Context: an optimization exercise on an open-source flow, tuned for small area. The choices shown serve that exercise and are no tape-out recipe.
The RTL was checked by simulation tests, not by an equivalence proof against the original design.
No driver is modelled on the clock port, so clocking that relies on it looks cheaper here than on a real chip.
No activity file was given, so power comes from the tool's default toggle rates.

--- design/flow/design.v ---
`timescale 1ns / 1ps
module keypad_scan(
    input clk,
    input rst,
    input [3:0] col,           
    output [3:0] row,          
    output reg [3:0] key_code,
    output key_pulse
);
    reg idle;
    reg [1:0] rowi;
    reg [6:0] cnt;
    reg [11:0] deb;
    reg held;
    localparam SCAN_LAST = 7'd96;       
    localparam DEB_PULSE = 12'd1257;    
    assign row = ~(4'b0001 << rowi);
    wire none = (col == 4'b1111);
    assign key_pulse = (deb == DEB_PULSE) && !held && !idle;
    reg [1:0] c;
    reg one;
    always @(*) begin
        one = 1'b1;
        case (col)
            4'b1110: c = 2'd0;
            4'b1101: c = 2'd1;
            4'b1011: c = 2'd2;
            4'b0111: c = 2'd3;
            default: begin c = 2'd1; one = 1'b0; end
        endcase
    end
    always @(posedge clk or posedge rst) begin
        if (rst) begin
            idle <= 1'b1;
            rowi <= 2'd0;
            cnt <= 7'd0;
        end else begin
            idle <= none;
            if (idle) begin
                cnt <= {~cnt[6], cnt[4:0], ~(cnt[5] ^ cnt[4])};
                if (cnt == SCAN_LAST)
                    rowi <= rowi + 2'd1;
            end
        end
    end
    always @(posedge clk) begin
        if (idle)
            deb <= 12'd1;
        else
            deb <= {deb[10:0], ~(deb[11] ^ deb[10] ^ deb[9] ^ deb[3])};
        held <= !none && !idle && (held || key_pulse);
    end
    always @(posedge clk)
        if (idle && !none)
            key_code <= {one ? rowi : 2'd3, c};
endmodule
`timescale 1ns / 1ps
module digilock(
    input clk,
    input rst,
    input key_pulse,
    input [3:0] key_code,
    output reg led0,
    output reg [2:0] wrong_leds
);
    localparam L0   = 3'd0,
               L1   = 3'd1,
               L2   = 3'd2,
               UNL  = 3'd3,
               OUT  = 3'd4,
               OLD  = 3'd5,
               NEW  = 3'd6,
               CONF = 3'd7;
    localparam [16:0] T_BLINK_OFF = 17'd76063;
    localparam [16:0] T_LOCK_END  = 17'd64822;
    reg [2:0] state;
    reg [2:0] dcnt;           
    reg match;                
    reg [15:0] stored;        
    reg dflt;                 
    reg [15:0] newp;          
    reg [16:0] tlo;
    reg [1:0] thi;
    reg blink;
    wire is_clear   = (key_code == 4'd3);
    wire is_confirm = (key_code == 4'd7);
    wire is_digit   = !(key_code == 4'd3 || key_code == 4'd7 || key_code == 4'd11 ||
                        key_code == 4'd12 || key_code == 4'd14 || key_code == 4'd15);
    wire locked = (state == L0 || state == L1 || state == L2);
    wire timing = state[2];
    reg [3:0] rdig;
    always @(*)
        case (dcnt[1:0])
            2'd0: rdig = stored[15:12];
            2'd1: rdig = stored[11:8];
            2'd2: rdig = stored[7:4];
            default: rdig = stored[3:0];
        endcase
    wire [3:0] ddig = {1'b0, dcnt[1:0] == 2'd3, dcnt[1:0] == 2'd2, dcnt[1:0] == 2'd1};
    wire [3:0] sdig = dflt ? ddig : rdig;
    wire [3:0] want = (state == CONF) ? newp[15:12] : sdig;
    wire same = (key_code == want);
    wire take = key_pulse && is_digit && !dcnt[2] && state != UNL && state != OUT;
    wire full = dcnt[2];
    wire tlo_low0 = (tlo[15:0] == 16'd0);
    wire tlo_wrap = tlo[16] && tlo_low0;      
    wire lockout_end = thi[1] && (tlo == T_LOCK_END);
    always @(posedge clk) begin
        tlo <= {tlo[15:0], timing && (tlo[16] ^ tlo[13] ^ tlo_low0)};
        thi[0] <= timing && (thi[0] || tlo_wrap);
        thi[1] <= timing && (thi[1] || (thi[0] && tlo_wrap));
        blink <= !timing || tlo_wrap || (blink && tlo != T_BLINK_OFF);
    end
    always @(posedge clk)
        if (key_pulse && is_confirm && state == CONF && full && match)
            stored <= newp;
    always @(posedge clk)
        if (take) begin
            match <= (dcnt == 3'd0 || match) && same;
            if (state == NEW || state == CONF)
                newp <= {newp[11:0], (state == NEW) ? key_code : newp[15:12]};
        end
    always @(posedge clk or posedge rst) begin
        if (rst) begin
            state <= L0;
            dcnt <= 3'd0;
            dflt <= 1'b1;
        end else if (take) begin
            dcnt <= dcnt + 3'd1;
        end else if (state == OUT) begin
            if (lockout_end)
                state <= L0;
        end else if (key_pulse) begin
            if (locked) begin
                if (is_clear)
                    dcnt <= 3'd0;
                else if (is_confirm && full) begin
                    if (match) begin
                        state <= UNL;
                        dcnt <= 3'd0;
                    end else if (state == L2) begin
                        state <= OUT;
                        dcnt <= 3'd0;
                    end else
                        state <= state + 3'd1;
                end
            end else if (state == UNL) begin
                if (is_confirm)
                    state <= L0;
                else if (is_clear)
                    state <= OLD;
            end else if (is_clear) begin
                state <= L0;
                dcnt <= 3'd0;
            end else if (is_confirm) begin
                if (state == NEW) begin
                    if (full) begin
                        state <= CONF;
                        dcnt <= 3'd0;
                    end
                end else if (full && match) begin
                    state <= (state == OLD) ? NEW : UNL;
                    dcnt <= 3'd0;
                    if (state == CONF)
                        dflt <= 1'b0;
                end else begin
                    state <= L0;
                    dcnt <= 3'd0;
                end
            end
        end
    end
    always @(*) begin
        led0 = 1'b0;
        wrong_leds = 3'b000;
        case (state)
            L1:   wrong_leds = 3'b001;
            L2:   wrong_leds = 3'b011;
            OUT:  wrong_leds = {3{blink}};
            UNL:  led0 = 1'b1;
            OLD, NEW, CONF: led0 = blink;
            default: ;
        endcase
    end
endmodule
`timescale 1ns / 1ps
module top(
    input clk,
    input rst,
    input [3:0] col,
    output [3:0] row,
    output led0,
    output [2:0] wrong_leds
);
    wire [3:0] key_code;
    wire key_pulse;
    keypad_scan U1 (
        .clk(clk),
        .rst(rst),
        .col(col),
        .row(row),
        .key_code(key_code),
        .key_pulse(key_pulse)
    );
    digilock U2 (
        .clk(clk),
        .rst(rst),
        .key_pulse(key_pulse),
        .key_code(key_code),
        .led0(led0),
        .wrong_leds(wrong_leds)
    );
endmodule
--- design/flow/config.mk ---
export PLATFORM = sky130hd
export DESIGN_NAME = top
export DESIGN_NICKNAME = top
export VERILOG_FILES = /design/flow/design.v
export SDC_FILE = /design/flow/constraint.sdc
export NUM_CORES = 4
export LEC_CHECK = 0
export CAP_MARGIN = 0
export CORE_MARGIN = 2
export CORE_UTILIZATION = 40
export SLEW_MARGIN = 0
--- design/flow/flow/run.sh ---
#!/bin/bash
set -euo pipefail
W=$(cd "$(dirname "$0")/.." && pwd)
F=$W/flow
cd "$W"
R=$W/orfs/results/$FLOW_PLATFORM/top/base
LIB=$FLOW_HOME/platforms/$FLOW_PLATFORM/lib/sky130_fd_sc_hd__tt_025C_1v80.lib
YOSYS=$(command -v yosys || echo "$FLOW_HOME/../tools/install/yosys/bin/yosys")

bash standard.sh synth > "$W/synth_standard.log" 2>&1
cp "$R/1_2_yosys.v" "$W/std_1_2_yosys.v"

# don't-use cells, as the platform lists them
DU=""
for c in $(sed -n '/DONT_USE_CELLS/,/^$/p' "$FLOW_HOME/platforms/$FLOW_PLATFORM/config.mk" | tr -d '\\' | tr ' ' '\n' | grep '^sky130'); do
  DU="$DU -dont_use $c"
done
FLOPS=$(grep -oE "sky130_fd_sc_hd__(df|edf|sdf|dl)[a-z0-9_]+" "$W/std_1_2_yosys.v" | sort -u | tr '\n' ' ')

resynth() {  # $1 = candidate name, $2 = mapping commands
  local n=$1
  printf 'strash\n&get -n\n&deepsyn -T 20 -S %s\n&put\n%s\n' "${n#*_s}" "$2" > "$W/rs_$n.abc"
  cat > "$W/rs_$n.ys" <<EOY
read_liberty -ignore_miss_func $LIB
blackbox $FLOPS
read_verilog $W/std_1_2_yosys.v
hierarchy -top $FLOW_TOP
flatten
opt_clean -purge
opt -purge
abc -liberty $LIB $DU -script $W/rs_$n.abc
read_liberty -lib -overwrite $LIB
splitnets
opt_clean -purge
hilomap -singleton -hicell sky130_fd_sc_hd__conb_1 HI -locell sky130_fd_sc_hd__conb_1 LO
opt_clean -purge
check -assert -mapped
tee -o $W/rs_$n.stat stat -liberty $LIB
write_verilog -noattr -nohex -nodec $W/rs_$n.v
EOY
  "$YOSYS" -s "$W/rs_$n.ys" > "$W/rs_$n.log" 2>&1 || rm -f "$W/rs_$n.v"
}

AMAP=$'dch -f\namap'
NF=$'&get -n\n&dch -f\n&nf -R 1000\n&put'
for s in 1 2 3 4 5 6 7 8; do resynth "amap_s$s" "$AMAP" & resynth "nf_s$s" "$NF" & done
wait

# candidates by area, smallest first
: > "$W/rs_areas.txt"
for v in "$W"/rs_*.v; do
  [[ -f $v ]] || continue
  n=$(basename "$v" .v); n=${n#rs_}
  a=$(grep -m1 "Chip area" "$W/rs_$n.stat" | awk '{print $NF}')
  echo "$a $n" >> "$W/rs_areas.txt"
done
sort -n -o "$W/rs_areas.txt" "$W/rs_areas.txt"

python3 "$F/cutff.py" "$W/std_1_2_yosys.v" "$W/eq_gold.v" gold > "$W/cutff_gold.log" 2>&1
used=""
while read -r a n; do
  if python3 "$F/cutff.py" "$W/rs_$n.v" "$W/eq_gate_$n.v" gate > "$W/cutff_$n.log" 2>&1 &&
     "$YOSYS" -p "read_liberty -ignore_miss_func $LIB; read_verilog $W/eq_gold.v $W/eq_gate_$n.v; hierarchy; flatten; opt_clean; miter -equiv -flatten -make_assert -ignore_gold_x gold gate miter; hierarchy -top miter; sat -verify -prove-asserts -set-init-zero" > "$W/equiv_$n.log" 2>&1; then
    used=$n
    break
  fi
done < "$W/rs_areas.txt"

if [[ -n $used ]]; then
  cp "$W/rs_$used.v" "$R/1_2_yosys.v"
  rm -f "$R/1_synth.odb" "$R/1_synth.sdc"
  echo "using the re-mapped netlist $used" > "$W/resynth_used.txt"
else
  echo "no re-mapped netlist was proven; keeping the standard netlist" > "$W/resynth_used.txt"
fi

export BUFFER_PORTS_ARGS="-buffer_cell sky130_fd_sc_hd__buf_1"
export TREE_ROOT_CELL=sky130_fd_sc_hd__clkbuf_4 TREE_LEAF_CELL=sky130_fd_sc_hd__clkbuf_8 TREE_GROUPS=6
export PRE_CTS_TCL="$F/tree.tcl"
export CTS_ARGS="-sink_clustering_enable -repair_clock_nets -dont_use_dummy_load"
bash standard.sh > "$W/layout_standard.log" 2>&1
--- design/flow/standard.sh ---
#!/bin/bash
# synth_recipe.tcl (not shown) runs the flow's synth.tcl, then flattens the netlist and writes it again
# the make line also repeats each setting of config.mk as NAME=value (left out here)
make -C /OpenROAD-flow-scripts/flow DESIGN_CONFIG=/design/flow/config.mk WORK_HOME=/design/flow/orfs CLKGATE_MAP_FILE= SYNTH_SCRIPT=/design/flow/synth_recipe.tcl "${@:-finish}"
--- design/flow/constraint.sdc ---
create_clock -name core_clock -period 10.0 [get_ports {clk}]
set_input_delay 2.0000 -clock core_clock [delete_from_list [all_inputs] [get_ports {clk}]]
set_output_delay 2.0000 -clock core_clock [all_outputs]
set_load 0.01 [all_outputs]
--- design/flow/flow/tree.tcl ---
# Clock tree by hand: one root buffer at the registers' centroid driving
# one leaf buffer per group of registers (groups split by position).
set root_cell sky130_fd_sc_hd__clkbuf_8
set leaf_cell sky130_fd_sc_hd__clkbuf_8
if {[info exists ::env(TREE_ROOT_CELL)]} { set root_cell $::env(TREE_ROOT_CELL) }
if {[info exists ::env(TREE_LEAF_CELL)]} { set leaf_cell $::env(TREE_LEAF_CELL) }
set ngroups 4
if {[info exists ::env(TREE_GROUPS)]} { set ngroups $::env(TREE_GROUPS) }
set block [ord::get_db_block]
set dbu [$block getDbUnitsPerMicron]
set regs {}
foreach inst [$block getInsts] {
  if {[[$inst getMaster] isSequential]} {
    set bb [$inst getBBox]
    lappend regs [list $inst [expr {([$bb xMin] + [$bb xMax]) / 2.0 / $dbu}] [expr {([$bb yMin] + [$bb yMax]) / 2.0 / $dbu}]]
  }
}
proc centroid {l} {
  set sx 0; set sy 0
  foreach r $l { set sx [expr {$sx + [lindex $r 1]}]; set sy [expr {$sy + [lindex $r 2]}] }
  return [list [expr {$sx / [llength $l]}] [expr {$sy / [llength $l]}]]
}
# split recursively, alternating x and y, into ngroups groups
proc split_groups {l n axis} {
  if {$n <= 1} { return [list $l] }
  set s [lsort -real -index $axis $l]
  set na [expr {$n / 2}]
  set nb [expr {$n - $na}]
  # split in proportion to the number of groups on each side
  set h [expr {([llength $s] * $na + $n / 2) / $n}]
  set a [lrange $s 0 [expr {$h - 1}]]
  set b [lrange $s $h end]
  set next [expr {$axis == 1 ? 2 : 1}]
  return [concat [split_groups $a $na $next] [split_groups $b $nb $next]]
}
set c [centroid $regs]
puts "tree: [llength $regs] registers, root $root_cell at $c"
insert_buffer -buffer_cell $root_cell -net clk -location $c -buffer_name clktree_root -net_name clktree_root_net
set i 0
foreach g [split_groups $regs $ngroups 1] {
  set pins {}
  foreach r $g {
    set inst [lindex $r 0]
    lappend pins [sta::find_pin "[$inst getName]/CLK"]
  }
  set gc [centroid $g]
  puts "tree: leaf $i, [llength $g] registers at $gc"
  insert_buffer -buffer_cell $leaf_cell -net clktree_root_net -load_pins $pins -location $gc -buffer_name clktree_leaf_$i -net_name clktree_leaf_net_$i
  incr i
}
--- design/flow/flow/cutff.py ---
import re,sys
# Replace flop instances by module ports: Q -> input ff_<n>_Q, other pins -> outputs ff_<n>_<pin>
src=open(sys.argv[1]).read()
name=sys.argv[3]
inst_re=re.compile(r'\n\s*(sky130_fd_sc_hd__(?:df|edf|sdf|dl)[a-z0-9_]+)\s+(\\\S+|\S+)\s*\((.*?)\);',re.S)
ins=[];outs=[];assigns=[]
def san(s): return re.sub(r'[^A-Za-z0-9_]','_',s)
def rep(m):
    cell,inst,body=m.group(1),m.group(2),m.group(3)
    key=san(inst)
    for pm in re.finditer(r'\.(\w+)\(([^()]*)\)',body):
        pin,net=pm.group(1),pm.group(2).strip()+' '
        if pin=='CLK': continue
        p=f'ff_{key}_{pin}'
        if pin in ('Q','Q_N'):
            ins.append(p); assigns.append(f'  assign {net} = {p};')
        else:
            outs.append(p); assigns.append(f'  assign {p} = {net};')
    return '\n'
src=inst_re.sub(rep,src)
m=re.search(r'module top\((.*?)\);',src,re.S)
ports=m.group(1).strip()
newports=ports+''.join(', '+p for p in ins+outs)
decl=''.join(f'  input {p};\n' for p in ins)+''.join(f'  output {p};\n' for p in outs)
src=src[:m.start()]+f'module {name}({newports});\n'+decl+src[m.end():]
src=src.replace('endmodule','\n'.join(assigns)+'\nendmodule')
open(sys.argv[2],'w').write(src)
print(len(ins),len(outs),file=sys.stderr)
==> results.tsv <==
stage	metric	value	unit
outcome	run status	complete, no violations	
placement	Port Buffers	13	
setup_path	cell family with most CP delay	simple AND/OR/NAND/NOR gates	
grt	met3 usage	0.01853	
grt	vias in the first global route	2039	
grt	global routing's busiest layer	met2	
logic_synthesis	Synth Area per Inst	11.18	µm²
logic_synthesis	Synthesis Warnings	2	
grt	Tot GR Track Use	0.1318	
route	Via Count	2116	
floorplan	Die Area	0.008753	mm²
grt	global route total overflow	0	
sta	Max Fclk	0.2557	GHz
layout	area grow syn2layout	9.126	%
layout	fin area	0.003501	mm²
sta	Period Utilization, post-route	0.3911	
clock_network	post-CTS sizing	0	
power	leakage power	1.280	nW
setup_path	worst path arrival time	1.91	ns
sta	clk_skew	0.01358	ns
layout	Fill cells	741	
setup_path	Critical Path Source Type	register	
setup_path	crit path cell chain	clkinv_1 -> nor2_1 -> nand2_1 -> o21ai_0 -> nor2b_1 -> buf_1	
setup_path	WP depth	6	
clock_network	Hold Buf Count CTS	0	
clock_network	worst skew pair latency	0.41	ns
floorplan	# rows	32	
setup_path	Setup crit end kind	output pin	
placement	dpl ws	6.515	ns
floorplan	Starting Density	0.4130	
grt	largest net degree at the start of global routing	22	
route	WL final	5.605	mm
layout	layout cells sized above 1	0.04207	
layout	diode count	0	
sta	relative slew slack	0.5830	
sta	fin. max-slew vios	0	
route	routed len/inst	13.64	µm
grt	initial antenna violation count	0	
setup_path	FF-to-FF setup slack	7.63	ns
setup_path	Worst path max stage delay	0.42	ns
logic_synthesis	Mapped Nets	293	
grt	first-pass GRT wire length	9.577	mm
route	vias per cell	5.148	
setup_path	worst-case reg-to-reg path depth	8	
floorplan	Ports	14	
power	VDD IR max	120.6	µV
route	First-pass DRT Iterations	4	
logic_synthesis	Mapped Cells	287	
placement	DP Area	0.003411	mm²
sta	final hold vios	0	
grt	met2 Use GR	0.2116	
worst_hold_path	type of the worst min-delay path	register to register	
logic_synthesis	Mapped Area	0.003208	mm²
worst_hold_path	hold path depth	0	
sta	setup TNS	0	ns
route	detailed-route DRC error count	0	
sta	unrepaired setup endpoints after global routing	false	
sta	Worst-Margin Slew	0.6217	ns
clock_network	clock slew at reported path FFs	0.09	ns
floorplan	die width	93.56	µm
grt	met1 usage	0.1901	
floorplan	height of the die	93.56	µm
layout	multi-input logic area	873.3	µm²
clock_network	Post-CTS Setup Inserts	0	
route	Final ANT Viol Nets	0	
layout	Register Area	0.002200	mm²
setup_path	crit-path max FO	13	
setup_path	Buf/Inv on CP	2	
sta	Tmin final	3.911	ns
placement	HPWL after DPL	3.907	mm
sta	fin worst setup slack	6.089	ns
setup_path	CP max stage cell	dfrtp_1	
layout	final net count	317	
sta	Finish-stage setup viols	0	
power	P per Cell Area	178.2	mW/mm²
placement	RePlAce Congestion	0.8976	
setup_path	Setup CP Type	register to output pin	
route	Initial DRC Count	151	
setup_path	CP required	8.00	ns
flow_run	# Max-Cap Violations	0	
floorplan	core area	0.007767	mm²
## placed cells by master (no fill, tap or decap), types with 4 or more instances in the layout
cell and n:
a21oi_1 14, buf_1 13, clkbuf_8 6, clkinv_1 39, dfrtp_1 15, dfxtp_1 33
edfxtp_1 37, nand2_1 19, nand4_1 4, nor2_1 36, nor2b_1 10, nor3_1 9
nor4_1 5, o21ai_0 17, o22ai_1 14, or4_1 5
## worst paths after layout
| check | start | to |
|---|---|---|
| max | U2.state[2]$_DFFE_PP0P_ | wrong_leds[1] |
| max reg2reg | U1.key_code[2]$_SDFFCE_PN1P_ | U2.dcnt[1]$_DFFE_PP0P_ |
| min | U2.tlo[9]$_DFF_P_ | U2.tlo[10]$_DFF_P_ |
| min reg2reg | U2.tlo[9]$_DFF_P_ | U2.tlo[10]$_DFF_P_ |
| min in group asynchronous | rst | U1.cnt[1]$_DFFE_PP0P_ |
| max in group asynchronous | rst | U1.idle$_DFF_PP1_ |
## power by group
group	switching, mW	internal, mW
sequential	0.0150	0.399
combinational	0.0308	0.0212
clock	0.0991	0.0584
## registers in the layout (all words and copies together), names as in the netlist, 3 cells and up
register,count
U1.cnt,7
U1.deb,12
U1.key_code,4
U2.dcnt,3
U2.newp,16
U2.state,3
U2.stored,16
U2.tlo,17
## layer usage
layer,vias up,share of wire
li1,1070,-
met1,982,0.49
met2,54,0.44
met3,10,0.048
met4,0,0.020
met5,-,0
## area by class of cell, without the clock buffers
| cell class | instances | share of cell area |
|---|---|---|
| Timing Repair Buffer | 15 | 0.01823 |
| Inverter | 39 | 0.04182 |
| Sequential cell | 87 | 0.6283 |
| Multi-Input combinational cell | 161 | 0.2495 |
| Tap cell | 102 | 0.03645 |
## stage by stage
| stage | cells | hold slack [ns] | total power, mW | util |
|---|---|---|---|---|
| 2_1_floorplan | 287 | 0.3230 | 0.4599 | - |
| 3_3_place_gp | 404 | 0.3285 | 0.4732 | 0.4391 |
| 3_5_place_dp | 404 | 0.3359 | 0.4748 | 0.4391 |
| 4_1_cts | 411 | 0.3359 | 0.5951 | 0.4507 |
| 5_1_grt | 411 | 0.3642 | 0.6557 | 0.4507 |
| 6_report | 411 | 0.3520 | 0.6239 | 0.4507 |

-- static timing again, ports no longer ideal --
Ports are ideal in the flow. The routed layout listed here was re-timed in OpenROAD.
Step 1 (the two cells are an assumption about what drives the block):
set clk [get_ports {clk}]
set_driving_cell -lib_cell sky130_fd_sc_hd__clkbuf_16 $clk
set_driving_cell -lib_cell sky130_fd_sc_hd__buf_2 [delete_from_list [all_inputs] $clk]
Step 2 adds t to the input delays and takes it off the output delays; t is the mean of the earliest and latest rising clock arrival at the registers after step 1. Input paths then give back, and output paths get back, about the clock's delay inside the block.
a / b / c = ideal ports / drivers / drivers and shift; a / b = the first two.
t (ns): 0.427
setup slack, ns: 6.089 / 6.061 / 6.489
slew at the worst register clock pin (ns): 0.10 / 0.10
cell pins on the clock port's net: 1
After both steps setup and hold are still met in this run. For this run, drivers alone change the setup slack by -0.028 ns; drivers and shift together by +0.400 ns.
